What follows belongs to an exercise in optimizing a design on an open flow for small area and a short achievable clock period; a production flow would make more cautious choices. RTL that was checked went through simulation tests only; none was proved equivalent to the original. No functional check of the RTL was part of runs 1 to 3. Power is estimated from default activity; no workload was simulated.

==> flow/design.v <==
module rz_ao222n (
	input a0, b0, a1, b1, a2, b2,
	output y
);
assign y = ~((a0 & b0) | (a1 & b1) | (a2 & b2));
endmodule
module rz_nand2 (input a, b, output y);
assign y = ~(a & b);
endmodule
module rz_nand3 (input a, b, c, output y);
assign y = ~(a & b & c);
endmodule
module rz_nor2 (input a, b, output y);
assign y = ~(a | b);
endmodule
module rz_or12n (input [11:0] y, output o);
wire [3:0] p;
wire [1:0] n;
genvar i;
generate
for (i = 0; i < 4; i = i + 1) begin : l1
	rz_nand3 u (.a(y[3*i]), .b(y[3*i+1]), .c(y[3*i+2]), .y(p[i]));
end
endgenerate
rz_nor2 u_n0 (.a(p[0]), .b(p[1]), .y(n[0]));
rz_nor2 u_n1 (.a(p[2]), .b(p[3]), .y(n[1]));
rz_nand2 u_o (.a(n[0]), .b(n[1]), .y(o));
endmodule
module rz_nor4n (input [3:0] y, output o);
wire [1:0] p;
rz_nand2 u_p0 (.a(y[0]), .b(y[1]), .y(p[0]));
rz_nand2 u_p1 (.a(y[2]), .b(y[3]), .y(p[1]));
rz_nor2 u_o (.a(p[0]), .b(p[1]), .y(o));
endmodule
module rz_read (
	input  [359:0] kd,       
	input  [23:0]  lb,       
	input  [11:0]  r,        
	output [11:0]  rd,
	output         rz        
);
wire [35:0] sel;
genvar s;
generate
for (s = 0; s < 36; s = s + 1) begin : dec
	assign sel[s] = r[6 + s/6] & r[s%6];
end
endgenerate
genvar b, g;
generate
for (b = 0; b < 12; b = b + 1) begin : bt
	if ((b % 6) == 1) begin : lastbit
		localparam integer OFF = (b / 6);       
		localparam integer I0 = (OFF == 0) ? 1 : 2;
		wire [3:0] y;
		wire nrd;
		for (g = 0; g < 4; g = g + 1) begin : grp
			rz_ao222n u (
				.a0(sel[I0 + 9*g]),     .b0(lb[(2*(I0 + 9*g)     + OFF) / 3]),
				.a1(sel[I0 + 9*g + 3]), .b1(lb[(2*(I0 + 9*g + 3) + OFF) / 3]),
				.a2(sel[I0 + 9*g + 6]), .b2(lb[(2*(I0 + 9*g + 6) + OFF) / 3]),
				.y(y[g]));
		end
		rz_nor4n u_or (.y(y), .o(nrd));
		assign rd[b] = ~nrd;
	end else begin : kdbit
		localparam integer OFF = (b / 6);
		localparam integer F = b % 6;
		localparam integer KB = (F == 0) ? 0 : F - 1;    
		wire [11:0] y;
		for (g = 0; g < 12; g = g + 1) begin : grp
			rz_ao222n u (
				.a0(sel[3*g]),   .b0(kd[5*(2*(3*g)   + OFF) + KB]),
				.a1(sel[3*g+1]), .b1(kd[5*(2*(3*g+1) + OFF) + KB]),
				.a2(sel[3*g+2]), .b2(kd[5*(2*(3*g+2) + OFF) + KB]),
				.y(y[g]));
		end
		rz_or12n u_or (.y(y), .o(rd[b]));
	end
end
endgenerate
wire [35:0] z;
genvar i;
generate
for (i = 0; i < 36; i = i + 1) begin : zw
	if ((i % 3) == 1) begin : l0
		assign z[i] = kd[5*(2*i)] | (kd[5*(2*i+1)] & ~lb[(2*i)/3]);
	end else begin : nl0
		assign z[i] = kd[5*(2*i)] | kd[5*(2*i+1)];
	end
end
endgenerate
wire [11:0] yz;
generate
for (g = 0; g < 12; g = g + 1) begin : zg
	rz_ao222n u (
		.a0(sel[3*g]),   .b0(z[3*g]),
		.a1(sel[3*g+1]), .b1(z[3*g+1]),
		.a2(sel[3*g+2]), .b2(z[3*g+2]),
		.y(yz[g]));
end
endgenerate
rz_or12n u_orz (.y(yz), .o(rz));
endmodule
module rz_wen (
	input  [4:0]  w,
	input         wr,
	input         rst_q,
	output [23:0] en
);
genvar gs;
generate
for (gs = 0; gs < 24; gs = gs + 1) begin : slot
	assign en[gs] = rst_q | (wr & (w == gs));
end
endgenerate
endmodule
module rz_next (
	input  [4:0]  w,
	input         w23, wz,     
	input  [11:0] r,           
	input  [2:0]  rk,          
	input         r35,         
	input  [3:0]  d,
	input         dz, d1,      
	input         ov, uf, pu, rep, sev,
	input  [11:0] me,
	input  [1:0]  mk,
	input  [11:0] rd,
	input         rz,          
	output [4:0]  w_0, w_1,
	output        w23_0, w23_1, wz_0, wz_1,
	output [11:0] r_0, r_1,
	output [2:0]  rk_0, rk_1,
	output        r35_0, r35_1,
	output [3:0]  d_0, d_1,
	output        dz_0, dz_1, d1_0, d1_1,
	output        ov_0, ov_1, uf_0, uf_1, pu_0, pu_1, rep_0, rep_1,
	output [1:0]  mk_0, mk_1,
	output        mv_0, mv_1, ml_0, ml_1
);
wire ow  = w[0];
wire or0 = rk[0];
wire or1 = rk[1];
wire or2 = rk[2];
wire p1  = dz & (or2 | (or1 & ~ow)) | (d1 & or0 & ow);    
wire p2  = dz & ((or0 & ~ow) | (or1 & ow));               
wire p0  = dz & or0 & ~ow;                                
wire a   = sev & ~ov;
wire wrapw = w23 & a;
wire [4:0]  winc = w23 ? 5'd0 : w + 5'd1;
wire        w22  = (w == 5'd22);
wire [11:0] rinc = {r[5] ? {r[10:6], r[11]} : r[11:6], r[4:0], r[5]};
wire [2:0]  rkinc = {rk[1:0], rk[2]};
wire        r34  = r[11] & r[4];
wire [3:0]  d_up = (d == 4'd11) ? 4'd0  : d + 4'd1;
wire [3:0]  d_dn = (d == 4'd0)  ? 4'd11 : d - 4'd1;
wire        d11  = (d == 4'd11);
wire        d2   = (d == 4'd2);
reg [4:0]  w_n [0:1];
reg [11:0] r_n [0:1];
reg [2:0]  rk_n [0:1];
reg [3:0]  d_n [0:1];
reg w23_n [0:1], wz_n [0:1], r35_n [0:1], dz_n [0:1], d1_n [0:1];
reg ov_n [0:1];
reg uf_n [0:1];
reg c1, c2, mer, ovx, ufx, wi, ri, wb, rb, up, dn;
integer k;
always @* begin
	for (k = 0; k < 2; k = k + 1) begin
		mer = (k == 1) & ~rep;
		c1 = p1 & ~(wrapw ^ (r35 & mer & ~uf));
		c2 = p2 & ~wz & ~wrapw;
		ovx = ov; ufx = uf;
		if (a) begin
			ufx = 1'b0;
			if (c1) ovx = 1'b1;
		end
		if (mer && !ufx) begin
			if (!c1) ovx = 1'b0;
			if (c2) ufx = 1'b1;
		end
		wi = sev & ~ovx;
		ri = mer & ~p0;
		wb = wi & ow;       
		rb = ri & or2;      
		up = rb & ~wb;
		dn = wb & ~rb;
		if (ufx) begin
			w_n[k] = 5'd0;  w23_n[k] = 1'b0; wz_n[k] = 1'b1;
			r_n[k] = 12'b000001_000001; rk_n[k] = 3'b001; r35_n[k] = 1'b0;
			d_n[k] = 4'd0;  dz_n[k] = 1'b1;  d1_n[k] = 1'b0;
		end else begin
			w_n[k]   = wi ? winc : w;
			w23_n[k] = wi ? w22 : w23;
			wz_n[k]  = wi ? w23 : wz;
			r_n[k]   = ri ? rinc : r;
			rk_n[k]  = ri ? rkinc : rk;
			r35_n[k] = ri ? r34 : r35;
			d_n[k]   = up ? d_up : dn ? d_dn : d;
			dz_n[k]  = up ? d11 : dn ? d1 : dz;
			d1_n[k]  = up ? dz : dn ? d2 : d1;
		end
		ov_n[k] = ufx ? 1'b0 : ovx;
		uf_n[k] = ufx;
	end
end
function [1:0] keep_res(input [11:0] e, input rp, input [1:0] pk);
	reg [1:0] la, ke;
	begin
		la = {e[7], e[1]};
		ke = {e[6], e[0]};
		if (la != 0)
			keep_res = rp ? ~pk : (((la - 2'd1) | la) & ke);
		else
			keep_res = ke;
	end
endfunction
wire u0 = uf | uf_n[0];
wire u1 = uf | uf_n[1];
wire [1:0] kr0 = keep_res(me, rep, mk);
assign w_0   = w_n[0];
assign w23_0 = w23_n[0];
assign wz_0  = wz_n[0];
assign r35_0 = r35_n[0];
assign rk_0  = rk_n[0];
assign rk_1  = rk_n[1];
assign dz_0  = dz_n[0];
assign d1_0  = d1_n[0];
assign w23_1 = w23_n[1];
assign wz_1  = wz_n[1];
assign r35_1 = r35_n[1];
assign dz_1  = dz_n[1];
assign d1_1  = d1_n[1];
assign r_0   = r_n[0];
assign d_0   = d_n[0];
assign ov_0  = ov_n[0];
assign uf_0  = uf_n[0];
assign pu_0  = u0;
assign rep_0 = ~rep & me[1] & ~me[7] & ~u0;
assign mk_0  = kr0;
assign mv_0  = ~(u0 & pu) & (kr0 != 2'd0);
assign ml_0  = ~rep & (me[1] | me[7]);
assign w_1   = w_n[1];
assign r_1   = r_n[1];
assign d_1   = d_n[1];
assign ov_1  = ov_n[1];
assign uf_1  = uf_n[1];
assign pu_1  = u1;
assign rep_1 = rd[1] & ~u1;
assign mk_1  = {rd[6] & ~rd[1], rd[0]};
assign mv_1  = ~(u1 & pu) & rz;
assign ml_1  = rd[1] | rd[7];
endmodule
module resizer (
	input clk,
	input rst,
	input s_valid_i,
	input s_last_i,
	input [2:0] s_keep_i,
	input [11:0] s_data_i,
	output wire s_ready_o,
	output m_valid_o,
	input m_ready_i,
	output m_last_o,
	output [1:0] m_keep_o,
	output [7:0] m_data_o
);
reg        sev;         
reg [15:0] se;          
always @(posedge clk) begin
	if (rst) begin
		sev <= 1'b0;
		se  <= 16'd0;
	end else begin
		sev <= s_valid_i;
		se  <= {s_last_i, s_data_i[11:8], s_keep_i[2], s_data_i[7:4], s_keep_i[1], s_data_i[3:0], s_keep_i[0]};
	end
end
reg rst_q;
always @(posedge clk) rst_q <= rst;
reg [4:0] w;        
reg w23, wz;        
reg [11:0] r;       
reg [2:0] rk;       
reg r35;            
reg [3:0] d;        
reg dz, d1;         
reg nov;            
reg uf;             
reg pu;             
reg rep;            
reg [11:0] me;      
reg [1:0]  mk;      
reg        mv, ml;
reg [359:0] kd;     
reg [23:0]  lb;     
wire [23:0] en;
rz_wen u_wen (.w(w), .wr(sev & nov), .rst_q(rst_q), .en(en));
genvar gs;
generate
for (gs = 0; gs < 24; gs = gs + 1) begin : slot
	always @(posedge clk) begin
		if (en[gs]) begin
			kd[15*gs +: 15] <= se[14:0];
			lb[gs]          <= se[15];
		end
	end
end
endgenerate
wire [11:0] rd;
wire        rz;
rz_read u_read (.kd(kd), .lb(lb), .r(r), .rd(rd), .rz(rz));
wire [4:0] w_0, w_1;
wire [11:0] r_0, r_1;
wire [2:0] rk_0, rk_1;
wire w23_0, w23_1, wz_0, wz_1, r35_0, r35_1, dz_0, dz_1, d1_0, d1_1;
wire [3:0] d_0, d_1;
wire ov_0, ov_1, uf_0, uf_1, pu_0, pu_1, rep_0, rep_1, mv_0, mv_1, ml_0, ml_1;
wire [1:0] mk_0, mk_1;
rz_next u_next (
	.w(w), .w23(w23), .wz(wz), .r(r), .rk(rk), .r35(r35), .d(d), .dz(dz), .d1(d1), .ov(~nov), .uf(uf), .pu(pu), .rep(rep), .sev(sev),
	.me(me), .mk(mk), .rd(rd), .rz(rz),
	.w_0(w_0), .w_1(w_1), .r_0(r_0), .r_1(r_1), .rk_0(rk_0), .rk_1(rk_1), .d_0(d_0), .d_1(d_1),
	.w23_0(w23_0), .w23_1(w23_1), .wz_0(wz_0), .wz_1(wz_1), .r35_0(r35_0), .r35_1(r35_1),
	.dz_0(dz_0), .dz_1(dz_1), .d1_0(d1_0), .d1_1(d1_1),
	.ov_0(ov_0), .ov_1(ov_1), .uf_0(uf_0), .uf_1(uf_1), .pu_0(pu_0), .pu_1(pu_1),
	.rep_0(rep_0), .rep_1(rep_1), .mk_0(mk_0), .mk_1(mk_1),
	.mv_0(mv_0), .mv_1(mv_1), .ml_0(ml_0), .ml_1(ml_1));
wire mr = m_ready_i & ~rep;    
always @(posedge clk) begin
	if (rst) begin
		w <= 0; w23 <= 0; wz <= 1; r <= 12'd0; rk <= 3'd0; r35 <= 0; d <= 0; dz <= 1; d1 <= 0; nov <= 1; uf <= 1; pu <= 1; rep <= 0;
		mk <= 0; mv <= 0; ml <= 0;
	end else begin
		w   <= m_ready_i ? w_1   : w_0;
		w23 <= m_ready_i ? w23_1 : w23_0;
		wz  <= m_ready_i ? wz_1  : wz_0;
		r   <= m_ready_i ? r_1   : r_0;
		rk  <= m_ready_i ? rk_1  : rk_0;
		r35 <= m_ready_i ? r35_1 : r35_0;
		d   <= m_ready_i ? d_1   : d_0;
		dz  <= m_ready_i ? dz_1  : dz_0;
		d1  <= m_ready_i ? d1_1  : d1_0;
		nov <= m_ready_i ? ~ov_1 : ~ov_0;
		uf  <= m_ready_i ? uf_1  : uf_0;
		pu  <= m_ready_i ? pu_1  : pu_0;
		rep <= mr ? rep_1 : rep_0;
		mk  <= mr ? mk_1  : mk_0;
		mv  <= mr ? mv_1  : mv_0;
		ml  <= mr ? ml_1  : ml_0;
	end
end
always @(posedge clk) begin
	if (rst)
		me <= 12'd0;
	else
		me <= mr ? rd : me;
end
assign s_ready_o = nov;
assign m_valid_o = mv;
assign m_last_o  = ml;
assign m_keep_o  = mk;
assign m_data_o  = {me[11:8], me[5:2]};
endmodule
==> flow/flow/run.sh <==
#!/bin/bash
# Standard ORFS layout (the standard.sh, unchanged synthesis), with two
# placement/CTS choices: plain buf_4 cells as the port buffers, and clock tree
# synthesis without dummy loads.  Each tool's output goes to its own log here.
set -uo pipefail
export BUFFER_PORTS_ARGS="-buffer_cell sky130_fd_sc_hd__buf_4"
export CTS_ARGS="-sink_clustering_enable -repair_clock_nets -dont_use_dummy_load -root_buf sky130_fd_sc_hd__clkbuf_16 -buf_list sky130_fd_sc_hd__clkbuf_8 -sink_clustering_buffer sky130_fd_sc_hd__clkbuf_8 -sink_clustering_size 16 -sink_clustering_max_diameter 70"
bash standard.sh synth > flow_synth.log 2>&1
bash standard.sh floorplan > flow_floorplan.log 2>&1
bash standard.sh place > flow_place.log 2>&1
bash standard.sh cts > flow_cts.log 2>&1
bash standard.sh route > flow_route.log 2>&1
bash standard.sh finish > flow_finish.log 2>&1
==> flow/standard.sh <==
#!/bin/bash
# synth_recipe.tcl (not shown) runs the flow's synth.tcl, then flattens the netlist and writes it again
# the make line also repeats each setting of config.mk as NAME=value (left out here)
make -C /OpenROAD-flow-scripts/flow DESIGN_CONFIG=/design/flow/config.mk WORK_HOME=/design/flow/orfs CLKGATE_MAP_FILE= SYNTH_SCRIPT=/design/flow/synth_recipe.tcl "${@:-finish}"
==> flow/config.mk <==
export PLATFORM = sky130hd
export DESIGN_NAME = resizer
export DESIGN_NICKNAME = resizer
export VERILOG_FILES = /design/flow/design.v
export SDC_FILE = /design/flow/constraint.sdc
export NUM_CORES = 4
export LEC_CHECK = 0
export CAP_MARGIN = 20
export CORE_MARGIN = 2
export CORE_UTILIZATION = 60
export SETUP_SLACK_MARGIN = 3.7
export SLEW_MARGIN = 20
export SYNTH_HIERARCHICAL = 1
==> flow/constraint.sdc <==
create_clock -name core_clock -period 6.0 [get_ports {clk}]
set_input_delay 1.2000 -clock core_clock [delete_from_list [all_inputs] [get_ports {clk}]]
set_output_delay 1.2000 -clock core_clock [all_outputs]
set_load 0.01 [all_outputs]
==> reports/metrics.yaml, run 1 <==
synth-seq-area-share_pct: 71.3
grt_overflow: 0
h-tree-depth: 2
crit_family: "simple AND/OR/NAND/NOR gates"
syn-cell-area_mm2: 0.0180
drive_above_1_share_pct: 14.7
syn_nets: 1227
drv_slew: 0
worst_hold_slack_ps: 476
powerDensity_mw_per_mm2: 284
num_rows: 63
outcome: "finished with violations"
period_share_pct: 40.2
grt_usage_pct: 28.1
final_nets: 1277
r2r-end: "mk[1]"
initial_utilization_pct: 60.9
hold_depth: 2
yosysWarningCount: 19
r2r_start: "r[9]"
firstDrtPassIters: 8
async_flop_share_pct: 0
cts.path.max_buffers: 3
hold_class: "flip-flop to flip-flop"
vias_per_cell: 6.72
ys_types: 74
yosys.area.top_type: "edfxtp_1"
violations: "antenna rules"
syn_inst: 1202
antenna_found_initial: 1
reg2reg_slack_ps: 3590
drt_drc_violations_left: 0
worst_pin_slew_ps: 1100
startpoint_type: "flip-flop"
grt_pass1_vias: 10400
dpl.hpwl_mm: 27.1
wl_per_cell_um: 27.1
synthTopCellsByArea: "edfxtp_1 (64%), a222oi_1 (7.8%), dfxtp_1 (7.4%)"
routed_wl_mm: 44.6
syn2layout_area_growth_pct: 7.63
ys_ff_latch: 451
tritoncts: "done"
dpl_cell_area_mm2: 0.0186
finalWeightedCongestion: 0.845
fillerInstances: 2156
critPathRequiredTime_ps: 6440
die_area_mm2: 0.0315
hold_start: "me[9]"
fmax_mhz: 414
fin_skew_ps: 69.7
hold_viol: 0
vias: 11100
setup_viol: 0
multi_input_area_mm2: 0.00493
clock_latency_ps: 520
fp.dieW_um: 177
critPathBufInv: 1
period_minus_slack_ps: 2410
ios: 33
synth_top_area_share_pct: 63.9
fin_area_mm2: 0.0194
slowest_delay_ps: 690
die-height_um: 177
register_area_mm2: 0.0129
drv_cap: 0
postCtsHoldBufs: 0
cp-end-kind: "flip-flop"
final.setup.tns_ps: 0
crit_fanout: 7
synth_flop_cell: "edfxtp_1"
drtIter0Drc: 1935
rsz0062_at_grt: "true"
reg2regPathDepth: 8
synth_area_per_cell_um2: 15.0
cp.arrival_ps: 2860
cts.sinks: 451
grt_max_degree: 85
critPathSlowestCell: "a222oi_1"
core-area_mm2: 0.0296
relSlewSlack_pct: 26.2
synth_common_cells: "edfxtp_1 (384), a222oi_1 (140), nor2_1 (70), dfxtp_1 (67)"
cts_buffers: 35
synth_edf_count: 384
crit_path_cell_trace: "and2_4, a222oi_1, nand2_1, nor2_4, inv_2, nor2b_1, or4bb_1, o21ai_1"
synth_most_common_cell: "edfxtp_1"
criticalPathCategory: "flip-flop to flip-flop"
setup.worst_path.start: "r[9]"
postRouteAntennaNets: 1
whs_endpoint: "me[9]"
irDropWorstVdd_mv: 0.236
grt_pass1_wl_mm: 64.6
root_buffer: "clkbuf_16"
leakage_uw: 0.00678
port_buffers: 32
path_clk_slew_ps: 100
## registers in the layout, indices dropped and copies added (netlist names), 2 cells and up
name / count
r: 12
lb: 24
mk: 2
d: 4
se: 16
kd: 360
me: 12
w: 5
rk: 3
## layer usage
metal	vias to the layer above	GRT usage, %	part of all wire (%)
met5	-	0	0
met4	0	9.77	3.6
met3	70	5.89	9.5
met2	532	43.8	46
met1	5525	39.8	41
li1	4925	-	-
## layout by cell type, fill, tap and decap left out, types with 27 or more instances in the layout
cell type and n:
clkbuf_8 30, nor2b_1 27, nand3_1 59, nor2_1 61
buf_4 58, dfxtp_1 51, a222oi_1 140, edfxtp_1 384
mux2i_1 34, nand2b_1 27, a21oi_1 29, nand2_1 59
## layout make-up
cell class                 instances  share of cell area (%)
antenna                            5                  0.0644
clock buffer                      35                    2.77
inverter                          23                   0.457
multi-input combinational        682                    25.4
sequential                       451                    66.5
tap                              390                    2.51
timing repair buffer              59                    2.32
## per-module statistics from Yosys, one instance, submodules excluded, excerpt
module | area, µm² | cells | flip-flops and latches
resizer | 14000 | 610 | 451
rz_next | 1440 | 242 | 0
rz_read | 518 | 86 | 0
rz_wen | 319 | 41 | 0
rz_ao222n | 10.0 | 1 | 0
rz_nand3 | 5.00 | 1 | 0
rz_nand2 | 3.75 | 1 | 0
rz_nor2 | 3.75 | 1 | 0
## cell families after synthesis
group	Yosys count	synth area share, %
adders and majority gates	5	0.347
DFF	451	71.3
buffers and inverters	69	2.00
and+or+nand+nor	369	11.5
muxes	36	2.01
AOI/OAI and AO/OA	267	12.5
xor gates and xnor gates	5	0.243
## through the flow
stage | power, µW | utilization [%] | cells | setup slack [ps]
2_1_floorplan | 3940 | - | 1202 | 3850
3_3_place_gp | 4060 | 62.8 | 1595 | 3150
3_5_place_dp | 4070 | 62.8 | 1595 | 3180
4_1_cts | 5540 | 65.0 | 1635 | 3630
5_1_grt | 5690 | 65.5 | 1640 | 3500
6_report | 5510 | 65.5 | 1645 | 3590
## tightest hold or removal path, cell delays in order (launching register included)
cell and delay [ps]:
dfxtp_1 330, nand2b_1 70, o21ai_1 50
## where the power goes
| part | switching [µW] | internal, µW | total, µW | leakage, µW |
|---|---|---|---|---|
| registers | 109 | 3640 | 3750 | 0.00429 |
| clock network | 907 | 603 | 1510 | 0.000277 |
| logic | 177 | 75.8 | 253 | 0.00222 |
## worst max path at each step
stage,end,slack [ps],cells past startpoint
floorplan,dz,3850,8
global placement,mk[1],3150,8
detailed placement,ml,3180,8
CTS,ml,3630,8
global route,mk[1],3500,8
finish,mk[1],3590,8
## timing repair
action	CTS	global route
gates resized for setup	46	42
buffers inserted	5	4
endpoints found under the setup margin	58	20
pin swaps	6	7
==> inputs of run 2 (changes only) <==
--- a/flow/config.mk
+++ b/flow/config.mk
@@ -8,6 +8,6 @@
 export CAP_MARGIN = 20
 export CORE_MARGIN = 2
 export CORE_UTILIZATION = 60
-export SETUP_SLACK_MARGIN = 3.7
+export SETUP_SLACK_MARGIN = 3.9
 export SLEW_MARGIN = 20
 export SYNTH_HIERARCHICAL = 1
==> run 2 against run 1 <==
  * The run now finishes clean
  * Largest cell class unchanged
  * Via count increased by 3.2%
  * Clock power about the same
  * Sequential power about the same
  * Wire length increased by 2.1%
  * Clock skew decreased by 20 ps
  * Utilization increased by 1.2 points
  * Critical path type unchanged
==> reports/metrics.yaml, run 2 <==
outcome: "finished clean"
finalWeightedCongestion: 0.895
finalNonFillerCells: 1656
port_buffers: 32
syn_inst: 1202
async_flop_share_pct: 0
grt_overflow: 0
register_area_mm2: 0.0129
irDropWorstVdd_mv: 0.253
synth_edf_count: 384
cp-end-kind: "flip-flop"
drv_slew: 0
root_buffer: "clkbuf_16"
vias: 11400
post-place-ws_ps: 3270
vias_per_cell: 6.89
die-height_um: 177
dp.cells: 1594
startpoint_type: "flip-flop"
power_frac_comb_pct: 4.6
tritoncts: "done"
final_common_cell: "edfxtp_1"
synthTopCellsByArea: "edfxtp_1 (64%), a222oi_1 (7.8%), dfxtp_1 (7.4%)"
drv_cap: 0
fp.dieW_um: 177
fmax_mhz: 436
switchingPower_uw: 1200
path_clk_slew_ps: 100
h-tree-depth: 2
top_register: "kd"
period_minus_slack_ps: 2290
ys_ff_latch: 451
grt_pass1_wl_mm: 66.2
synth_flop_cell: "edfxtp_1"
initial_utilization_pct: 60.9
grt_usage_pct: 28.6
synth_most_common_cell: "edfxtp_1"
cts.path.max_buffers: 3
largest_reg_flops: 360
yosysWarningCount: 19
final.setup.tns_ps: 0
ys_types: 74
setup_viol: 0
p_int_uw: 4310
worst_pin_slew_ps: 1130
postRouteAntennaNets: 0
fin_skew_ps: 49.6
dpl.hpwl_mm: 27.1
syn_nets: 1227
multi_input_area_mm2: 0.00511
cp.arrival_ps: 2740
synth_area_per_cell_um2: 15.0
power.total_uw: 5500
wl_per_cell_um: 27.5
powerDensity_mw_per_mm2: 278
num_rows: 63
power_frac_seq_pct: 68.2
firstDrtPassIters: 6
leakage_uw: 0.00694
die_area_mm2: 0.0315
core-area_mm2: 0.0296
syn-cell-area_mm2: 0.0180
reg.largest.list: "kd: 360 flops, lb: 24 flops, se: 16 flops"
hold_viol: 0
clock_latency_ps: 520
cts.sinks: 451
drt_drc_violations_left: 0
hold_class: "flip-flop to flip-flop"
ios: 33
antenna_found_initial: 0
relSlewSlack_pct: 24.6
critPathRequiredTime_ps: 6440
drive_above_1_share_pct: 19.3
grt_pass1_vias: 10700
synth_top_area_share_pct: 63.9
fillerInstances: 2128
synth_common_cells: "edfxtp_1 (384), a222oi_1 (140), nor2_1 (70), dfxtp_1 (67)"
p_sw_share_pct: 21.8
pwr-share-clk_pct: 27.2
routed_wl_mm: 45.5
drtIter0Drc: 2021
layout_common_cells: "edfxtp_1 (384), a222oi_1 (140), buf_4 (57)"
period_share_pct: 38.2
setup_slack_ps: 3710
rsz0062_at_grt: "true"
cts_buffers: 34
crit_fanout: 6
yosys.area.top_type: "edfxtp_1"
criticalPathCategory: "flip-flop to flip-flop"
final_nets: 1292
syn2layout_area_growth_pct: 9.56
synth-seq-area-share_pct: 71.3
grt_max_degree: 85
-- run 2: cell counts after synthesis --
Identical to the previous run, type by type.
-- run 2: cell type report --
| class | instances | area share (%) |
|---|---|---|
| flip-flops and latches | 451 | 65.5 |
| clock buffers | 34 | 2.65 |
| inverters | 23 | 0.449 |
| repair buffers | 75 | 3.10 |
| multi-input cells | 682 | 25.8 |
| diodes | 1 | 0.0127 |
| well taps | 390 | 2.47 |
-- run 2: path summary, 6_finish.rpt --
kind / start / endpoint / slack [ps] / depth (start not counted)
min: me[10] / me[10] / 480 / 2
min reg2reg: me[10] / me[10] / 480 / 2
max: r[4] / mk[1] / 3710 / 8
max reg2reg: r[4] / mk[1] / 3710 / 8
-- run 2: what timing repair did --
action | in CTS | in global routing
setup buffers | 11 | 16
pin swaps | 22 | 31
endpoints found under the setup margin | 255 | 166
hold buffers | 0 | 0
resized for setup | 142 | 45
-- run 2: worst max-delay path, stage by stage, from the launching register on --
cell and delay (ps):
dfxtp_4 380, and2_4 180, a222oi_1 530, nand2_1 250, nor2_2 220, inv_2 80
nor2b_1 100, or4bb_1 390, o21ai_0 80
-- run 2: kinds of logic after synthesis --
logic type / synth area share, %
AO/OA/AOI/OAI: 12.5
adder cells (fa/ha/maj): 0.347
AND/OR/NAND/NOR: 11.5
XOR/XNOR: 0.243
multiplexers: 2.01
buffers and inverters: 2.00
flip-flops: 71.3
-- run 2: metrics by stage --
step	util (%)	hold WS (ps)	instance area, µm²
after floorplan	-	439	18000
after global placement	62.8	461	18600
after detailed placement	62.8	456	18600
after CTS	65.8	478	19500
after global routing	66.7	505	19800
final	66.7	479	19800
-- run 2: Yosys stat by module (local to each module, per instance), a selection --
module / cells inside / copies in the design
rz_ao222n: 1 / 140
rz_nand2: 1 / 15
rz_nand3: 1 / 44
rz_next: 242 / 1
rz_nor2: 1 / 24
rz_wen: 41 / 1
rz_read: 86 / 1
resizer: 610 / 1
-- run 2: metal layers --
layer  global-route usage, %  wire length, µm
met1                    43.9            19600
met2                    41.6            19900
met3                    4.58             4380
met4                    10.5             1630
met5                       0                0
-- run 2: power groups by stage --
stage | clock [µW] | sequential [µW] | combinational [µW]
after global placement | 0 | 3820 | 240
final | 1500 | 3750 | 255
after detailed placement | 0 | 3820 | 243
after global routing | 1630 | 3770 | 276
after floorplan | 0 | 3780 | 156
after CTS | 1520 | 3750 | 249
==> inputs of run 3 (changes only) <==
==> flow/flow/run.sh (replaced) <==
#!/bin/bash
# Standard ORFS layout (the standard.sh, unchanged synthesis), with two
# placement/CTS choices: plain buf_4 cells as the port buffers, and clock tree
# synthesis without dummy loads.  Each tool's output goes to its own log here.
set -uo pipefail
export BUFFER_PORTS_ARGS="-buffer_cell sky130_fd_sc_hd__buf_4"
export CTS_ARGS="-sink_clustering_enable -repair_clock_nets -dont_use_dummy_load -root_buf sky130_fd_sc_hd__clkbuf_16 -buf_list sky130_fd_sc_hd__clkbuf_16 -sink_clustering_buffer sky130_fd_sc_hd__clkbuf_16 -sink_clustering_size 30 -sink_clustering_max_diameter 100"
bash standard.sh synth > flow_synth.log 2>&1
bash standard.sh floorplan > flow_floorplan.log 2>&1
bash standard.sh place > flow_place.log 2>&1
bash standard.sh cts > flow_cts.log 2>&1
bash standard.sh route > flow_route.log 2>&1
bash standard.sh finish > flow_finish.log 2>&1
--- a/flow/config.mk
+++ b/flow/config.mk
@@ -8,6 +8,6 @@
 export CAP_MARGIN = 20
 export CORE_MARGIN = 2
 export CORE_UTILIZATION = 60
-export SETUP_SLACK_MARGIN = 3.9
+export SETUP_SLACK_MARGIN = 3.8
 export SLEW_MARGIN = 20
 export SYNTH_HIERARCHICAL = 1
==> run 3 against run 2 <==
  * Fmax down 5.0%
  * Clock-buffer cell count down 15
  * Clock power down 4%
  * Synthesized area unchanged
  * First-iteration DRC count down 7.3%
  * Register-to-register slack worse by 120 ps
  * Critical path depth unchanged
  * Sequential power about the same
  * Worst hold slack worse by 2.6 ps
  * Design area down 0.74%
  * Largest cell class unchanged
  * Largest power group unchanged
==> reports/metrics.yaml, run 3 <==
grt_pass1_vias: 10400
grt_pass1_wl_mm: 64.1
drive_above_1_share_pct: 17.2
syn_nets: 1227
synthTopCellsByArea: "edfxtp_1 (64%), a222oi_1 (7.8%), dfxtp_1 (7.4%)"
top_register: "kd"
die_area_mm2: 0.0315
reg.largest.list: "kd: 360 flops, lb: 24 flops, se: 16 flops"
criticalPathCategory: "flip-flop to flip-flop"
yosys.area.top_type: "edfxtp_1"
setup_slack_ps: 3590
clock_latency_ps: 550
relSlewSlack_pct: 26.6
dpl.hpwl_mm: 27.1
routed_wl_mm: 44.5
setup_viol: 0
final.setup.tns_ps: 0
cts.path.max_buffers: 3
drv_slew: 0
ys_types: 74
worst_pin_slew_ps: 1100
ios: 33
synth-seq-area-share_pct: 71.3
fin_skew_ps: 67.4
syn-cell-area_mm2: 0.0180
post-place-ws_ps: 3180
synth_flop_cell: "edfxtp_1"
drt_drc_violations_left: 0
drv_cap: 0
port_buffers: 32
synth_top_area_share_pct: 63.9
grt_overflow: 0
syn2layout_area_growth_pct: 8.74
postCtsHoldBufs: 0
period_minus_slack_ps: 2410
cp.arrival_ps: 2880
async_flop_share_pct: 0
leakage_uw: 0.00687
core-area_mm2: 0.0296
hold_class: "flip-flop to flip-flop"
fillerInstances: 2135
cp-end-kind: "flip-flop"
root_buffer: "clkbuf_16"
powerDensity_mw_per_mm2: 278
post-route-util_pct: 66.2
final_nets: 1277
layout_common_cells: "edfxtp_1 (384), a222oi_1 (140), nor2_1 (60)"
die-height_um: 177
vias: 11100
initial_utilization_pct: 60.9
h-tree-depth: 1
synth_area_per_cell_um2: 15.0
syn_inst: 1202
yosysWarningCount: 19
tritoncts: "done"
antenna_found_initial: 1
critPathRequiredTime_ps: 6470
final_common_cell: "edfxtp_1"
largest_reg_flops: 360
ys_ff_latch: 451
synth_common_cells: "edfxtp_1 (384), a222oi_1 (140), nor2_1 (70), dfxtp_1 (67)"
grt_usage_pct: 27.8
cts.sinks: 451
synth_edf_count: 384
finalWeightedCongestion: 0.845
cts_buffers: 19
num_rows: 63
vias_per_cell: 6.77
path_clk_slew_ps: 110
drtIter0Drc: 1874
fp.dieW_um: 177
crit_fanout: 4
synth_most_common_cell: "edfxtp_1"
postRouteAntennaNets: 0
antenna_cells: 0
power.total_uw: 5450
outcome: "finished clean"
irDropWorstVdd_mv: 0.228
grt_max_degree: 85
period_share_pct: 40.2
rsz0062_at_grt: "true"
startpoint_type: "flip-flop"
hold_viol: 0
wl_per_cell_um: 27.1
firstDrtPassIters: 8
fmax_mhz: 414
-- run 3: cell counts after synthesis --
No cell type changed its count.
-- run 3: cell type report --
| cell class | instances | area (µm²) | share of cell area, % |
|---|---|---|---|
| flip-flops and latches | 451 | 12900 | 65.9 |
| well taps | 390 | 488 | 2.49 |
| clock buffers | 19 | 475 | 2.42 |
| repair buffers | 75 | 638 | 3.25 |
| multi-input cells | 682 | 5000 | 25.5 |
| inverters | 23 | 88.8 | 0.453 |
-- run 3: power by group --
part	switching [µW]	internal (µW)	total [µW]
registers	108	3640	3750
logic	181	83.4	264
clock network	865	572	1440
-- run 3: per-layer routing --
layer / global-route usage [%] / vias up / part of all wire, %
met1: 39.1 / 5580 / 41
li1: - / 4924 / -
met3: 5.14 / 78 / 8.8
met4: 9.60 / 0 / 4.1
met5: 0 / - / 0
met2: 43.9 / 521 / 46
-- run 3: worst paths after layout --
kind / start / to / slack (ps) / cells past startpoint
setup / recovery: r[1] / mk[1] / 3590 / 8
hold / removal: me[6] / me[6] / 480 / 2
setup reg to reg: r[1] / mk[1] / 3590 / 8
hold reg to reg: me[6] / me[6] / 480 / 2
-- run 3: timing repair --
item / 4_1_cts / 5_1_grt
gates resized for setup: 96 / 51
hold endpoints to repair: 0 / 0
pin swaps: 18 / 28
endpoints found under the setup margin: 161 / 202
buffers inserted: 8 / 17
-- run 3: worst max-delay path, cell delays in order (launching register included) --
cell and delay (ps):
dfxtp_4 390, and2_4 180, a222oi_1 700, nand2_1 270
nor2_4 200, inv_2 60, nor2b_1 90, or4bb_1 380
o21ai_0 70
-- run 3: kinds of logic (layout without fill, tap and decap cells) --
logic type | count (synthesis) | count (layout) | synth area share, %
DFF | 451 | 451 | 71.3
and+or+nand+nor | 369 | 369 | 11.5
muxes | 36 | 36 | 2.01
adders and majority gates | 5 | 5 | 0.347
xor gates and xnor gates | 5 | 5 | 0.243
AOI/OAI and AO/OA | 267 | 267 | 12.5
buffers and inverters | 69 | 117 | 2.00
-- run 3: metrics by stage --
step	hold WS, ps	area [µm²]	std cells
finish	476	19600	1640
global route	492	19600	1640
CTS	483	19400	1622
detailed placement	466	18600	1595
global placement	456	18600	1595
floorplan	439	18000	1202
-- run 3: modules after synthesis (local to each module, per instance), excerpt --
module / times used / cells
rz_next: 1 / 242
rz_nand2: 15 / 1
rz_ao222n: 140 / 1
rz_nand3: 44 / 1
rz_wen: 1 / 41
rz_read: 1 / 86
==> inputs of run 4 (changes only) <==
--- a/flow/design.v
+++ b/flow/design.v
@@ -37,7 +37,8 @@
 	input  [23:0]  lb,       
 	input  [11:0]  r,        
 	output [11:0]  rd,
-	output         rz        
+	output         rz,       
+	output         rk1       
 );
 wire [35:0] sel;
 genvar s;
@@ -101,6 +102,27 @@
 end
 endgenerate
 rz_or12n u_orz (.y(yz), .o(rz));
+wire [35:0] k1;
+generate
+for (i = 0; i < 36; i = i + 1) begin : k1w
+	if ((i % 3) == 1) begin : l0
+		assign k1[i] = kd[5*(2*i+1)] & ~lb[(2*i)/3];
+	end else begin : nl0
+		assign k1[i] = kd[5*(2*i+1)];
+	end
+end
+endgenerate
+wire [11:0] yk;
+generate
+for (g = 0; g < 12; g = g + 1) begin : kg
+	rz_ao222n u (
+		.a0(sel[3*g]),   .b0(k1[3*g]),
+		.a1(sel[3*g+1]), .b1(k1[3*g+1]),
+		.a2(sel[3*g+2]), .b2(k1[3*g+2]),
+		.y(yk[g]));
+end
+endgenerate
+rz_or12n u_ork (.y(yk), .o(rk1));
 endmodule
 module rz_wen (
 	input  [4:0]  w,
@@ -128,6 +150,7 @@
 	input  [1:0]  mk,
 	input  [11:0] rd,
 	input         rz,          
+	input         rk1,         
 	output [4:0]  w_0, w_1,
 	output        w23_0, w23_1, wz_0, wz_1,
 	output [11:0] r_0, r_1,
@@ -248,7 +271,7 @@
 assign uf_1  = uf_n[1];
 assign pu_1  = u1;
 assign rep_1 = rd[1] & ~u1;
-assign mk_1  = {rd[6] & ~rd[1], rd[0]};
+assign mk_1  = {rk1, rd[0]};
 assign mv_1  = ~(u1 & pu) & rz;
 assign ml_1  = rd[1] | rd[7];
 endmodule
@@ -309,8 +332,8 @@
 end
 endgenerate
 wire [11:0] rd;
-wire        rz;
-rz_read u_read (.kd(kd), .lb(lb), .r(r), .rd(rd), .rz(rz));
+wire        rz, rk1;
+rz_read u_read (.kd(kd), .lb(lb), .r(r), .rd(rd), .rz(rz), .rk1(rk1));
 wire [4:0] w_0, w_1;
 wire [11:0] r_0, r_1;
 wire [2:0] rk_0, rk_1;
@@ -320,7 +343,7 @@
 wire [1:0] mk_0, mk_1;
 rz_next u_next (
 	.w(w), .w23(w23), .wz(wz), .r(r), .rk(rk), .r35(r35), .d(d), .dz(dz), .d1(d1), .ov(~nov), .uf(uf), .pu(pu), .rep(rep), .sev(sev),
-	.me(me), .mk(mk), .rd(rd), .rz(rz),
+	.me(me), .mk(mk), .rd(rd), .rz(rz), .rk1(rk1),
 	.w_0(w_0), .w_1(w_1), .r_0(r_0), .r_1(r_1), .rk_0(rk_0), .rk_1(rk_1), .d_0(d_0), .d_1(d_1),
 	.w23_0(w23_0), .w23_1(w23_1), .wz_0(wz_0), .wz_1(wz_1), .r35_0(r35_0), .r35_1(r35_1),
 	.dz_0(dz_0), .dz_1(dz_1), .d1_0(d1_0), .d1_1(d1_1),
==> flow/flow/run.sh (replaced) <==
#!/bin/bash
# Standard ORFS layout (the standard.sh, unchanged synthesis), with two
# placement/CTS choices: plain buf_4 cells as the port buffers, and clock tree
# synthesis without dummy loads.  Each tool's output goes to its own log here.
set -uo pipefail
export BUFFER_PORTS_ARGS="-buffer_cell sky130_fd_sc_hd__buf_4"
export CTS_ARGS="-sink_clustering_enable -repair_clock_nets -dont_use_dummy_load -root_buf sky130_fd_sc_hd__clkbuf_16 -buf_list sky130_fd_sc_hd__clkbuf_8 -sink_clustering_buffer sky130_fd_sc_hd__clkbuf_8 -sink_clustering_size 16 -sink_clustering_max_diameter 70"
bash standard.sh synth > flow_synth.log 2>&1
bash standard.sh floorplan > flow_floorplan.log 2>&1
bash standard.sh place > flow_place.log 2>&1
bash standard.sh cts > flow_cts.log 2>&1
bash standard.sh route > flow_route.log 2>&1
bash standard.sh finish > flow_finish.log 2>&1
--- a/flow/config.mk
+++ b/flow/config.mk
@@ -8,6 +8,6 @@
 export CAP_MARGIN = 20
 export CORE_MARGIN = 2
 export CORE_UTILIZATION = 60
-export SETUP_SLACK_MARGIN = 3.8
+export SETUP_SLACK_MARGIN = 3.9
 export SLEW_MARGIN = 20
 export SYNTH_HIERARCHICAL = 1
==> run 4 against run 3 <==
  * Clock power is 5% higher
  * Fmax is 9.7% higher
  * Largest power group unchanged
  * Register-to-register slack better by 210 ps
  * Critical endpoint is now me[2]
  * Largest cell class unchanged
  * Cell count is 4.2% higher
  * Non-clock buffer count is 29 higher
  * Sequential share of layout area is 2.0 points lower
==> reports/metrics.yaml, run 4 <==
reg2reg_slack_ps: 3800
final.setup.tns_ps: 0
dpl.hpwl_mm: 27.4
p_int_uw: 4340
ys_ff_latch: 451
setup_viol: 0
hold_viol: 0
use_met2_pct: 44.4
grt_pass1_vias: 10700
tritoncts: "done"
crit_fanout: 6
setup.worst_path.start: "r[3]"
worst_pin_slew_ps: 1090
postRouteAntennaNets: 0
grt_usage_pct: 28.9
synth_most_common_cell: "edfxtp_1"
firstDrtPassIters: 6
synth_area_per_cell_um2: 15.0
power_frac_comb_pct: 5.3
yosysWarningCount: 19
die-height_um: 178
vias_per_cell: 6.86
core-area_mm2: 0.0298
grt_overflow: 0
h-tree-depth: 2
busiest_layer: "met2"
syn_inst: 1218
cts.sinks: 451
synth_top_area_share_pct: 63.2
period_share_pct: 36.7
yosys.area.top_type: "edfxtp_1"
async_flop_share_pct: 0
layout_common_cells: "edfxtp_1 (384), a222oi_1 (152), buf_4 (82)"
synthTopCellsByArea: "edfxtp_1 (63%), a222oi_1 (8.3%), dfxtp_1 (7.4%)"
synth-seq-area-share_pct: 70.6
syn2layout_area_growth_pct: 11.1
cts_buffers: 35
drtIter0Drc: 1761
top_register: "kd"
num_rows: 63
power.total_uw: 5560
wl_per_cell_um: 27.4
drv_cap: 0
antenna_cells: 0
final_nets: 1346
ios: 33
fmax_mhz: 454
rsz0062_at_grt: "true"
leakage_uw: 0.00708
grt_max_degree: 85
hold_start: "me[10]"
vias: 11700
cp-end-kind: "flip-flop"
irDropWorstVdd_mv: 0.219
grt_util_met1_pct: 42.8
grt_pass1_wl_mm: 67.2
syn-cell-area_mm2: 0.0182
drive_above_1_share_pct: 24.3
synth_common_cells: "edfxtp_1 (384), a222oi_1 (152), nor2_1 (77), dfxtp_1 (67), nand3_1 (61)"
met3_usage_pct: 4.62
die_area_mm2: 0.0318
period_minus_slack_ps: 2200
pwr-share-clk_pct: 27.2
syn_nets: 1243
criticalPathCategory: "flip-flop to flip-flop"
r2r_start: "r[3]"
fin_skew_ps: 47.4
port_buffers: 32
critPathRequiredTime_ps: 6400
cts.path.max_buffers: 3
p_sw_share_pct: 21.9
hold_class: "flip-flop to flip-flop"
largest_reg_flops: 360
synth_flop_cell: "edfxtp_1"
startpoint_type: "flip-flop"
fp.dieW_um: 178
clock_latency_ps: 510
ys_types: 61
drt_drc_violations_left: 0
root_buffer: "clkbuf_16"
drv_slew: 0
cp.arrival_ps: 2600
outcome: "finished clean"
final_common_cell: "edfxtp_1"
switchingPower_uw: 1220
synth_edf_count: 384
path_clk_slew_ps: 100
reg.largest.list: "kd: 360 flops, lb: 24 flops, se: 16 flops"
initial_utilization_pct: 61.2
postCtsHoldBufs: 0
finalWeightedCongestion: 0.823
antenna_found_initial: 0
post-route-util_pct: 68.0
relSlewSlack_pct: 27.0
routed_wl_mm: 46.8
powerDensity_mw_per_mm2: 274
power_frac_seq_pct: 67.5
-- run 4: cell count changes after synthesis, sizes merged, moves of 4 or more --
cell / delta
or2: +13
mux2i: +4
a222oi: +12
nor2b: +11
nor2: +9
a21o: -11
inv: -11
-- run 4: timing repair --
| item | CTS | global route |
|---|---|---|
| pin swaps | 24 | 57 |
| setup buffers | 26 | 29 |
| gates resized for setup | 132 | 58 |
| cloned | 3 | 4 |
| endpoints found under the hold margin | 0 | 0 |
| endpoints found under the setup margin | 186 | 151 |
-- run 4: layer usage --
metal | part of all wire [%] | vias to the layer above | routed length [µm]
li1 | - | 5132 | -
met4 | 2.8 | 0 | 1300
met2 | 46 | 575 | 21700
met3 | 8.7 | 72 | 4080
met5 | 0 | - | 0
met1 | 42 | 5947 | 19800
-- run 4: worst max-delay path, cell delays in order, from the launching register on --
cell	delay, ps
dfxtp_4	400
and2_4	190
a222oi_1	690
nand3_1	310
nor2_4	200
nand2_2	100
nand4bb_1	110
o21ai_0	90
-- run 4: cell type report --
class,instances,area [µm²]
flip-flops and latches,451,12900
repair inverters,2,15.0
multi-input cells,716,5360
repair buffers,104,867
inverters,11,47.5
fillers,2092,9530
clock buffers,35,538
well taps,390,488
-- run 4: Yosys stat by module, one instance, submodules excluded, excerpt --
module / cell area, µm² / copies in the design
rz_wen: 319 / 1
rz_nor2: 3.75 / 26
rz_nand2: 3.75 / 16
rz_read: 623 / 1
rz_next: 1380 / 1
rz_nand3: 5.00 / 48
-- run 4: power by group through the flow --
stage	clock network, µW	logic [µW]	registers, µW
5_1_grt	1660	317	3770
4_1_cts	1550	277	3750
3_3_place_gp	0	257	3820
3_5_place_dp	0	260	3830
2_1_floorplan	0	169	3780
6_report	1510	296	3750
-- run 4: metrics by stage --
step | area [µm²] | std cells | hold slack [ps] | setup WS, ps
final | 20300 | 1709 | 480 | 3800
after global routing | 20300 | 1709 | 494 | 3770
after CTS | 19900 | 1676 | 482 | 3800
after global placement | 18800 | 1612 | 454 | 2930
after floorplan | 18200 | 1218 | 439 | 3990
after detailed placement | 18800 | 1612 | 459 | 2810
-- run 4: path summary, 6_finish.rpt --
check            to  cells after the start
max           me[2]                      7
min          me[10]                      2
max reg2reg   me[2]                      7
min reg2reg  me[10]                      2
-- run 4: logic make-up after synthesis --
group,count (synthesis),share of synthesized area [%]
DFF,451,70.6
and+or+nand+nor,392,12.5
AOI/OAI and AO/OA,269,12.5
buffers and inverters,56,1.68
muxes,40,2.21
xor gates and xnor gates,5,0.240
adders and majority gates,5,0.343
==> inputs of run 5 (changes only) <==
--- a/flow/config.mk
+++ b/flow/config.mk
@@ -8,6 +8,7 @@
 export CAP_MARGIN = 20
 export CORE_MARGIN = 2
 export CORE_UTILIZATION = 60
-export SETUP_SLACK_MARGIN = 3.9
+export PLACE_DENSITY = 0.7
+export SETUP_SLACK_MARGIN = 3.85
 export SLEW_MARGIN = 20
 export SYNTH_HIERARCHICAL = 1
==> run 5 against run 4 <==
  * Cell count shrank 1.3%
  * Non-clock buffer count shrank 18
  * Die area is the same
  * Clock skew grew 10 ps
  * Combinational power shrank 3%
  * Wire length shrank 0.99%
  * Synthesized area is the same
  * Register-to-register slack lost 80 ps
  * Fmax shrank 3.6%
  * Sequential share of layout area grew 0.59 points
  * Clock-buffer cell count is the same
  * Design area shrank 0.97%
  * Critical endpoint is now ml
  * Largest power group unchanged
==> reports/metrics.yaml, run 5 <==
outcome: "finished clean"
cp-end-kind: "flip-flop"
drtIter0Drc: 1818
synth_common_cells: "edfxtp_1 (384), a222oi_1 (152), nor2_1 (77), dfxtp_1 (67), nand3_1 (61)"
num_rows: 63
reg.largest.list: "kd: 360 flops, lb: 24 flops, se: 16 flops"
syn-cell-area_mm2: 0.0182
hold_viol: 0
period_minus_slack_ps: 2280
routed_wl_mm: 46.3
postRouteAntennaNets: 0
cts.sinks: 451
synth-seq-area-share_pct: 70.6
irDropWorstVdd_mv: 0.202
syn_nets: 1243
critPathRequiredTime_ps: 6370
drv_slew: 0
fin_skew_ps: 57.9
wl_per_cell_um: 27.5
grt_pass1_wl_mm: 68.1
fmax_mhz: 438
crit_fanout: 13
fp.dieW_um: 178
synthTopCellsByArea: "edfxtp_1 (63%), a222oi_1 (8.3%), dfxtp_1 (7.4%)"
yosysWarningCount: 19
synth_flop_cell: "edfxtp_1"
grt_usage_pct: 29.2
crit_path_cell_trace: "and2_4, a222oi_1, nand2_1, nor2_2, inv_1, or2_4, or4bb_1, o21ai_1"
synth_most_common_cell: "edfxtp_1"
port_buffers: 32
worst_hold_slack_ps: 476
die-height_um: 178
layout_common_cells: "edfxtp_1 (384), a222oi_1 (152), buf_4 (69)"
final.setup.tns_ps: 0
antenna_cells: 0
die_area_mm2: 0.0318
grt_pass1_vias: 11000
h-tree-depth: 2
firstDrtPassIters: 9
initial_utilization_pct: 61.2
grt_overflow: 0
core-area_mm2: 0.0298
fillerInstances: 2137
rsz0062_at_grt: "true"
vias: 11700
final_nets: 1323
ios: 33
tritoncts: "done"
clock_latency_ps: 510
synth_top_area_share_pct: 63.2
slowest_delay_ps: 590
synth_area_per_cell_um2: 15.0
path_clk_slew_ps: 100
ys_ff_latch: 451
leakage_uw: 0.00697
setup_viol: 0
largest_reg_flops: 360
finalWeightedCongestion: 0.847
dpl.hpwl_mm: 27.3
top_register: "kd"
async_flop_share_pct: 0
cts_buffers: 35
worst_pin_slew_ps: 927
ys_types: 61
critPathSlowestCell: "a222oi_1"
drt_drc_violations_left: 0
grt_max_degree: 85
antenna_found_initial: 0
vias_per_cell: 6.93
hold_class: "flip-flop to flip-flop"
cts.path.max_buffers: 3
final_common_cell: "edfxtp_1"
syn2layout_area_growth_pct: 10.0
startpoint_type: "flip-flop"
relSlewSlack_pct: 38.1
period_share_pct: 38.0
criticalPathCategory: "flip-flop to flip-flop"
syn_inst: 1218
root_buffer: "clkbuf_16"
powerDensity_mw_per_mm2: 277
cp.arrival_ps: 2650
yosys.area.top_type: "edfxtp_1"
synth_edf_count: 384
drv_cap: 0
drive_above_1_share_pct: 22.3
[run 5: cell counts after synthesis]
Identical to the previous run, type by type.
[run 5: per-layer routing]
layer	wire length (µm)	up-vias	track usage [%]	part of all wire (%)
met5	0	-	0	0
met4	1510	0	9.55	3.3
met3	4270	69	4.11	9.2
met2	21400	628	45.2	46
met1	19200	5901	43.3	41
li1	-	5088	-	-
[run 5: Yosys stat by module, one instance, submodules excluded, a selection]
module / copies in the design / cell area [µm²]
resizer: 1 / 14000
rz_next: 1 / 1380
rz_read: 1 / 623
rz_wen: 1 / 319
rz_ao222n: 152 / 10.0
rz_nand3: 48 / 5.00
rz_nand2: 16 / 3.75
rz_nor2: 26 / 3.75
[run 5: worst max-delay path: cells and delay by family, from the launching register on]
kind                   cells  cell delay, ps
AO/OA/AOI/OAI              2             650
flip-flops                 1             410
buffers and inverters      1              90
AND/OR/NAND/NOR            5            1020
[run 5: timing repair]
action / CTS / global route
pin swaps: 22 / 25
hold endpoints to repair: 0 / 0
resized for setup: 113 / 58
gates cloned: 2 / 1
setup buffers: 18 / 19
hold buffers: 0 / 0
setup endpoints to repair: 111 / 249
[run 5: layout make-up]
type	count	area, µm²	share of cell area (%)
sequential	451	12900	64.5
multi-input combinational	712	5310	26.4
timing repair buffer	86	744	3.71
clock buffer	35	538	2.68
tap	390	488	2.43
inverter	11	45.0	0.224
timing repair inverter	1	7.51	0.0374
[run 5: report_power, final]
| part | internal, µW | switching (µW) | leakage [µW] | total (µW) |
|---|---|---|---|---|
| combinational | 107 | 179 | 0.00239 | 287 |
| sequential | 3640 | 125 | 0.00430 | 3760 |
| clock | 602 | 903 | 0.000277 | 1510 |
[run 5: final timing paths]
path | start | end | slack [ps] | cells after the start
worst max register to register | r[2] | ml | 3720 | 8
worst min register to register | me[6] | me[6] | 480 | 2
worst min-delay path | me[6] | me[6] | 480 | 2
worst max-delay path | r[2] | ml | 3720 | 8
[run 5: logic make-up (layout without fill, tap and decap cells)]
kind of cell	Yosys count	after routing	share of synthesized area, %
adders and majority gates	5	5	0.343
AOI/OAI and AO/OA	269	269	12.5
DFF	451	451	70.6
xor gates and xnor gates	5	5	0.240
muxes	40	40	2.21
buffers and inverters	56	133	1.68
and+or+nand+nor	392	393	12.5
[run 5: through the flow]
| stage | std cells | total power, µW | utilization (%) | worst slack, ps | cell area [µm²] |
|---|---|---|---|---|---|
| finish | 1686 | 5560 | 67.3 | 3720 | 20100 |
| global route | 1686 | 5740 | 67.3 | 3750 | 20100 |
| CTS | 1666 | 5570 | 66.2 | 3780 | 19700 |
| detailed placement | 1611 | 4080 | 63.2 | 2790 | 18800 |
| global placement | 1611 | 4070 | 63.2 | 2900 | 18800 |
| floorplan | 1218 | 3950 | - | 3990 | 18200 |
==> inputs of run 6 (changes only) <==
--- a/flow/config.mk
+++ b/flow/config.mk
@@ -8,7 +8,6 @@
 export CAP_MARGIN = 20
 export CORE_MARGIN = 2
 export CORE_UTILIZATION = 60
-export PLACE_DENSITY = 0.7
-export SETUP_SLACK_MARGIN = 3.85
+export SETUP_SLACK_MARGIN = 3.8
 export SLEW_MARGIN = 20
 export SYNTH_HIERARCHICAL = 1
==> run 6 against run 5 <==
  * Clock power about the same
  * Combinational power decreased by 3%
  * Clock skew decreased by 9.6 ps
  * Clock-buffer cell count unchanged
  * Non-clock buffer count decreased by 14
  * Design area decreased by 1.3%
  * Wire length decreased by 2.1%
  * Synthesized area unchanged
  * Fmax increased by 1.9%
  * Global-route usage decreased by 0.73 points
  * Flip-flop and latch count unchanged
  * Die area unchanged
==> reports/metrics.yaml, run 6 <==
firstDrtPassIters: 8
power.total_uw: 5540
h-tree-depth: 2
r2r-end: "me[9]"
fin_skew_ps: 48.2
postCtsHoldBufs: 0
initial_utilization_pct: 61.2
synthTopCellsByArea: "edfxtp_1 (63%), a222oi_1 (8.3%), dfxtp_1 (7.4%)"
cts.path.max_buffers: 3
top_register: "kd"
final.setup.tns_ps: 0
outcome: "finished clean"
ios: 33
leakage_uw: 0.00684
period_minus_slack_ps: 2240
drt_drc_violations_left: 0
use_met2_pct: 43.9
synth_edf_count: 384
synth_top_area_share_pct: 63.2
antenna_found_initial: 0
fmax_mhz: 446
syn_inst: 1218
cp.arrival_ps: 2640
antenna_cells: 0
tritoncts: "done"
criticalPathCategory: "flip-flop to flip-flop"
layout_common_cells: "edfxtp_1 (384), a222oi_1 (152), nor2_1 (69)"
hold_depth: 2
die_area_mm2: 0.0318
vias: 11400
r2r_start: "r[3]"
cts.sinks: 451
final_common_cell: "edfxtp_1"
grt_util_met1_pct: 42.6
largest_reg_flops: 360
wl_per_cell_um: 27.1
slowest_delay_ps: 590
cts_buffers: 35
setup_viol: 0
busiest_layer: "met2"
grt_overflow: 0
async_flop_share_pct: 0
period_share_pct: 37.3
path_clk_slew_ps: 100
hold_start: "me[2]"
yosys.area.top_type: "edfxtp_1"
worst_pin_slew_ps: 1080
core-area_mm2: 0.0298
finalWeightedCongestion: 0.823
startpoint_type: "flip-flop"
critPathSlowestCell: "a222oi_1"
vias_per_cell: 6.84
syn2layout_area_growth_pct: 8.55
p_sw_share_pct: 21.8
switchingPower_uw: 1210
synth_flop_cell: "edfxtp_1"
relSlewSlack_pct: 27.9
grt_pass1_wl_mm: 66.3
dpl.hpwl_mm: 27.4
routed_wl_mm: 45.4
syn-cell-area_mm2: 0.0182
synth_common_cells: "edfxtp_1 (384), a222oi_1 (152), nor2_1 (77), dfxtp_1 (67), nand3_1 (61)"
critPathRequiredTime_ps: 6400
met3_usage_pct: 4.39
worst_hold_slack_ps: 475
pwr-share-clk_pct: 27.3
crit_path_cell_trace: "and2_4, a222oi_1, nand3_1, nor2_2, nand2_1, nand4bb_1, o21ai_1"
reg.largest.list: "kd: 360 flops, lb: 24 flops, se: 16 flops"
grt_max_degree: 85
grt_usage_pct: 28.5
drv_cap: 0
postRouteAntennaNets: 0
synth-seq-area-share_pct: 70.6
synth_area_per_cell_um2: 15.0
setup.worst_path.start: "r[3]"
fillerInstances: 2137
cp-end-kind: "flip-flop"
drv_slew: 0
power_frac_comb_pct: 5.0
drive_above_1_share_pct: 19.7
grt_pass1_vias: 10600
syn_nets: 1243
power_frac_seq_pct: 67.7
ys_ff_latch: 451
port_buffers: 32
hold_class: "flip-flop to flip-flop"
ys_types: 61
clock_latency_ps: 510
fp.dieW_um: 178
die-height_um: 178
irDropWorstVdd_mv: 0.217
reg2regPathDepth: 7
num_rows: 63
whs_endpoint: "me[2]"
drtIter0Drc: 1852
powerDensity_mw_per_mm2: 280
synth_most_common_cell: "edfxtp_1"
hold_viol: 0
p_int_uw: 4340
rsz0062_at_grt: "true"
final_nets: 1309
crit_fanout: 12
root_buffer: "clkbuf_16"
reg2reg_slack_ps: 3760
yosysWarningCount: 19
-- run 6: cell count changes in the layout (fill, tap and decap cells not counted), moves of 5 or more --
cell,delta
dfxtp_1,+9
a21o_2,-5
buf_6,-7
dfxtp_2,-12
buf_4,-6
a21o_1,+5
-- run 6: modules after synthesis, one instance, submodules excluded, excerpt --
module / flip-flops and latches / cell area, µm² / times used / cells
rz_nand3: 0 / 5.00 / 48 / 1
rz_wen: 0 / 319 / 1 / 41
rz_read: 0 / 623 / 1 / 86
rz_ao222n: 0 / 10.0 / 152 / 1
rz_nand2: 0 / 3.75 / 16 / 1
rz_nor2: 0 / 3.75 / 26 / 1
resizer: 451 / 14000 / 1 / 610
rz_next: 0 / 1380 / 1 / 239
-- run 6: how the worst max path moves through the flow --
| stage | end | cells after the start |
|---|---|---|
| 3_3_place_gp | d[3] | 10 |
| 3_5_place_dp | dz | 9 |
| 5_1_grt | me[11] | 7 |
| 2_1_floorplan | dz | 4 |
| 4_1_cts | d[3] | 10 |
| 6_report | me[9] | 7 |
-- run 6: final cells by class --
cell class / instances / area [µm²] / area share [%]
tap: 390 / 488 / 2.46
inverter: 11 / 45.0 / 0.227
timing repair inverter: 1 / 7.51 / 0.0379
timing repair buffer: 72 / 571 / 2.88
multi-input combinational: 712 / 5220 / 26.4
clock buffer: 35 / 538 / 2.72
sequential: 451 / 12900 / 65.3
-- run 6: timing repair --
item / 4_1_cts / 5_1_grt
gates resized for setup: 86 / 44
pin swaps: 18 / 19
setup buffers: 10 / 13
gates cloned: 2 / 0
setup endpoints to repair: 111 / 155
-- run 6: power groups by stage --
| stage | registers (µW) | clock network (µW) | logic [µW] |
|---|---|---|---|
| global route | 3770 | 1660 | 299 |
| CTS | 3750 | 1550 | 271 |
| detailed placement | 3830 | 0 | 260 |
| floorplan | 3780 | 0 | 169 |
| finish | 3750 | 1510 | 278 |
| global placement | 3820 | 0 | 257 |
-- run 6: logic make-up (layout without fill, tap and decap cells) --
logic type / Yosys count / after routing / synth area share, %
DFF: 451 / 451 / 70.6
AOI/OAI and AO/OA: 269 / 269 / 12.5
and+or+nand+nor: 392 / 393 / 12.5
buffers and inverters: 56 / 119 / 1.68
xor gates and xnor gates: 5 / 5 / 0.240
adders and majority gates: 5 / 5 / 0.343
muxes: 40 / 40 / 2.21
-- run 6: metrics by stage --
stage	instances	worst slack (ps)	instance area (µm²)	utilization, %
2_1_floorplan	1218	3990	18200	-
3_5_place_dp	1612	2810	18800	63.2
3_3_place_gp	1612	2930	18800	63.2
6_report	1672	3760	19800	66.5
4_1_cts	1659	3710	19600	65.9
5_1_grt	1672	3740	19800	66.5
-- run 6: critical path: cells and delay by family (launching register included) --
| family | cells | cell delay [ps] |
|---|---|---|
| compound gates | 2 | 670 |
| simple gates | 5 | 1050 |
| flops | 1 | 420 |
-- run 6: routing by layer --
metal	vias to the layer above	routed length [µm]
met2	540	21100
met5	-	0
met4	0	1090
met3	63	4040
li1	5056	-
met1	5782	19200
==> inputs of run 7 (changes only) <==
--- a/flow/config.mk
+++ b/flow/config.mk
@@ -7,7 +7,7 @@
 export LEC_CHECK = 0
 export CAP_MARGIN = 20
 export CORE_MARGIN = 2
-export CORE_UTILIZATION = 60
+export CORE_UTILIZATION = 50
 export SETUP_SLACK_MARGIN = 3.8
 export SLEW_MARGIN = 20
 export SYNTH_HIERARCHICAL = 1
==> run 7 against run 6 <==
  * Still clean on timing, DRC and antenna
  * Wire length grew 3.4%
  * Register-to-register slack got worse by 20 ps
  * Worst hold slack got worse by 5.1 ps
  * Clock power barely moved
  * Global-route usage fell by 4.1 points
  * First-iteration DRC count fell by 18%
  * Clock-buffer cell count increased by 1
  * Synthesized cell count stayed put
  * Critical endpoint is now s_ready_o
  * Largest cell class unchanged
==> reports/metrics.yaml, run 7 <==
synth_most_common_cell: "edfxtp_1"
yosys.area.top_type: "edfxtp_1"
vias_per_cell: 6.48
cts_buffers: 36
syn_nets: 1243
grt_max_degree: 85
grt_util_met1_pct: 34.5
postRouteAntennaNets: 0
final_nets: 1315
synth_edf_count: 384
async_flop_share_pct: 0
synthTopCellsByArea: "edfxtp_1 (63%), a222oi_1 (8.3%), dfxtp_1 (7.4%)"
setup_viol: 0
dpl.hpwl_mm: 27.6
initial_utilization_pct: 51.0
tritoncts: "done"
setup.worst_path.start: "nov"
largest_reg_flops: 360
routed_wl_mm: 46.9
synth_flop_cell: "edfxtp_1"
wl_per_cell_um: 26.8
synth_area_per_cell_um2: 15.0
final.setup.tns_ps: 0
vias: 11300
layout_common_cells: "edfxtp_1 (384), a222oi_1 (152), nor2_1 (66)"
h-tree-depth: 2
die-height_um: 195
use_met2_pct: 38.8
top_register: "kd"
powerDensity_mw_per_mm2: 279
post-route-util_pct: 56.1
core-area_mm2: 0.0357
r2r_start: "r[1]"
relSlewSlack_pct: 28.1
outcome: "finished clean"
ys_ff_latch: 451
rsz0062_at_grt: "true"
drv_cap: 0
firstDrtPassIters: 6
die_area_mm2: 0.0380
fp.dieW_um: 195
final_common_cell: "edfxtp_1"
fmax_mhz: 439
path_clk_slew_ps: 100
critPathRequiredTime_ps: 4800
num_rows: 69
grt_usage_pct: 24.4
syn2layout_area_growth_pct: 9.90
grt_pass1_vias: 11000
leakage_uw: 0.00690
cts.path.max_buffers: 3
cts.sinks: 451
reg.largest.list: "kd: 360 flops, lb: 24 flops, se: 16 flops"
period_share_pct: 37.9
drtIter0Drc: 1511
startpoint_type: "flip-flop"
criticalPathCategory: "flip-flop to output port"
syn_inst: 1218
yosysWarningCount: 19
grt_pass1_wl_mm: 69.1
ys_types: 61
drive_above_1_share_pct: 21.2
cp.arrival_ps: 1080
synth_top_area_share_pct: 63.2
hold_class: "flip-flop to flip-flop"
synth_common_cells: "edfxtp_1 (384), a222oi_1 (152), nor2_1 (77), dfxtp_1 (67), nand3_1 (61)"
port_buffers: 32
drt_drc_violations_left: 0
crit_fanout: 3
finalWeightedCongestion: 0.834
drv_slew: 0
period_minus_slack_ps: 2280
syn-cell-area_mm2: 0.0182
grt_overflow: 0
postCtsHoldBufs: 0
root_buffer: "clkbuf_16"
clock_latency_ps: 540
ios: 33
irDropWorstVdd_mv: 0.196
hold_start: "me[6]"
fin_skew_ps: 76.9
synth-seq-area-share_pct: 70.6
met3_usage_pct: 4.34
busiest_layer: "met2"
worst_pin_slew_ps: 1080
antenna_found_initial: 0
cp-end-kind: "output port"
hold_viol: 0
-- run 7: metrics by stage --
step                instance area, µm²  hold WS (ps)  power (µW)  worst slack [ps]  instances
finish                           20000           470        5590              3720       1750
global placement                 18900           453        4080              2820       1684
global route                     20000           502        5790              3690       1749
CTS                              19800           474        5630              3720       1738
floorplan                        18200           439        3950              3990       1218
detailed placement               18900           455        4090              2750       1684
-- run 7: layout make-up --
type	count	area, µm²
clock buffer	36	552
antenna	1	2.50
tap	461	577
timing repair inverter	1	7.51
timing repair buffer	77	646
fill	2884	15700
inverter	11	45.0
multi-input combinational	712	5300
sequential	451	12900
-- run 7: worst max-delay path: stages (launching register included) --
cell and delay, ps:
dfxtp_2 350, buf_6 110, buf_6 110
-- run 7: kinds of logic after synthesis --
family,share of synthesized area (%)
and+or+nand+nor,12.5
DFF,70.6
buffers and inverters,1.68
muxes,2.21
AOI/OAI and AO/OA,12.5
adders and majority gates,0.343
xor gates and xnor gates,0.240
-- run 7: path summary, 6_finish.rpt --
| path | to | slack, ps | cells past startpoint |
|---|---|---|---|
| setup / recovery | s_ready_o | 3720 | 2 |
| hold / removal | me[6] | 470 | 2 |
| setup reg to reg | ml | 3740 | 8 |
| hold reg to reg | me[6] | 470 | 2 |
-- run 7: power breakdown --
group	internal [µW]	leakage [µW]	switching [µW]
clock network	617	0.000285	925
logic	103	0.00233	197
registers	3640	0.00429	110
total	4360	0.00690	1230
-- run 7: timing repair --
| item | in CTS | in global routing |
|---|---|---|
| buffers inserted | 16 | 11 |
| pin swaps | 15 | 21 |
| cloned | 2 | 0 |
| setup endpoints to repair | 133 | 178 |
| gates resized for setup | 99 | 48 |
-- run 7: routing by layer --
metal | routed length [µm] | up-vias | part of all wire (%)
li1 | - | 5067 | -
met1 | 20200 | 5767 | 43
met2 | 21600 | 433 | 46
met3 | 3770 | 70 | 8.0
met4 | 1300 | 0 | 2.8
met5 | 0 | - | 0
-- run 7: per-module statistics from Yosys, one instance, submodules excluded, excerpt --
module / flops+latches / copies in the design / cells inside / cell area (µm²)
rz_nor2: 0 / 26 / 1 / 3.75
rz_read: 0 / 1 / 86 / 623
rz_next: 0 / 1 / 239 / 1380
rz_wen: 0 / 1 / 41 / 319
resizer: 451 / 1 / 610 / 14000
rz_ao222n: 0 / 152 / 1 / 10.0
rz_nand2: 0 / 16 / 1 / 3.75
rz_nand3: 0 / 48 / 1 / 5.00

## separate check: timing with driven ports
The flow's constraints put no driver on any port. The routed layouts listed below were extracted and timed again, unchanged, in two steps. Step 1 assumes that a clkbuf_16 drives the clock port and a buf_2 every other input. Step 2 moves the port delays by t, midway between the first and last clock arrival at a register: inputs arrive t later, outputs are due t later. That takes back most of the time a late clock gives input paths. Three values: ideal, step 1, step 2; two values: the first two.
run	t, ns	setup slack, ns	hold slack, ns	worst setup path after step 2	latest minus earliest clock arrival (ns)
run 1	0.534	3.586 / 3.586 / 3.517	0.476 / 0.476 / 0.476	input to register	0.070 / 0.070
run 2	0.549	3.705 / 3.705 / 3.487	0.479 / 0.479 / 0.479	input to register	0.050 / 0.050
run 3	0.566	3.586 / 3.586 / 3.540	0.476 / 0.476 / 0.476	input to register	0.070 / 0.070
run 4	0.542	3.798 / 3.767 / 3.443	0.480 / 0.480 / 0.480	input to register	0.047 / 0.048
run 5	0.534	3.717 / 3.717 / 3.418	0.476 / 0.476 / 0.476	input to register	0.062 / 0.062
run 6	0.542	3.759 / 3.759 / 3.462	0.475 / 0.475 / 0.475	input to register	0.048 / 0.048
run 7	0.554	3.724 / 3.666 / 3.515	0.470 / 0.470 / 0.470	input to register	0.077 / 0.077
For run 4, which loses most, drivers alone change the setup slack by -0.031 ns; drivers and shift together by -0.355 ns.
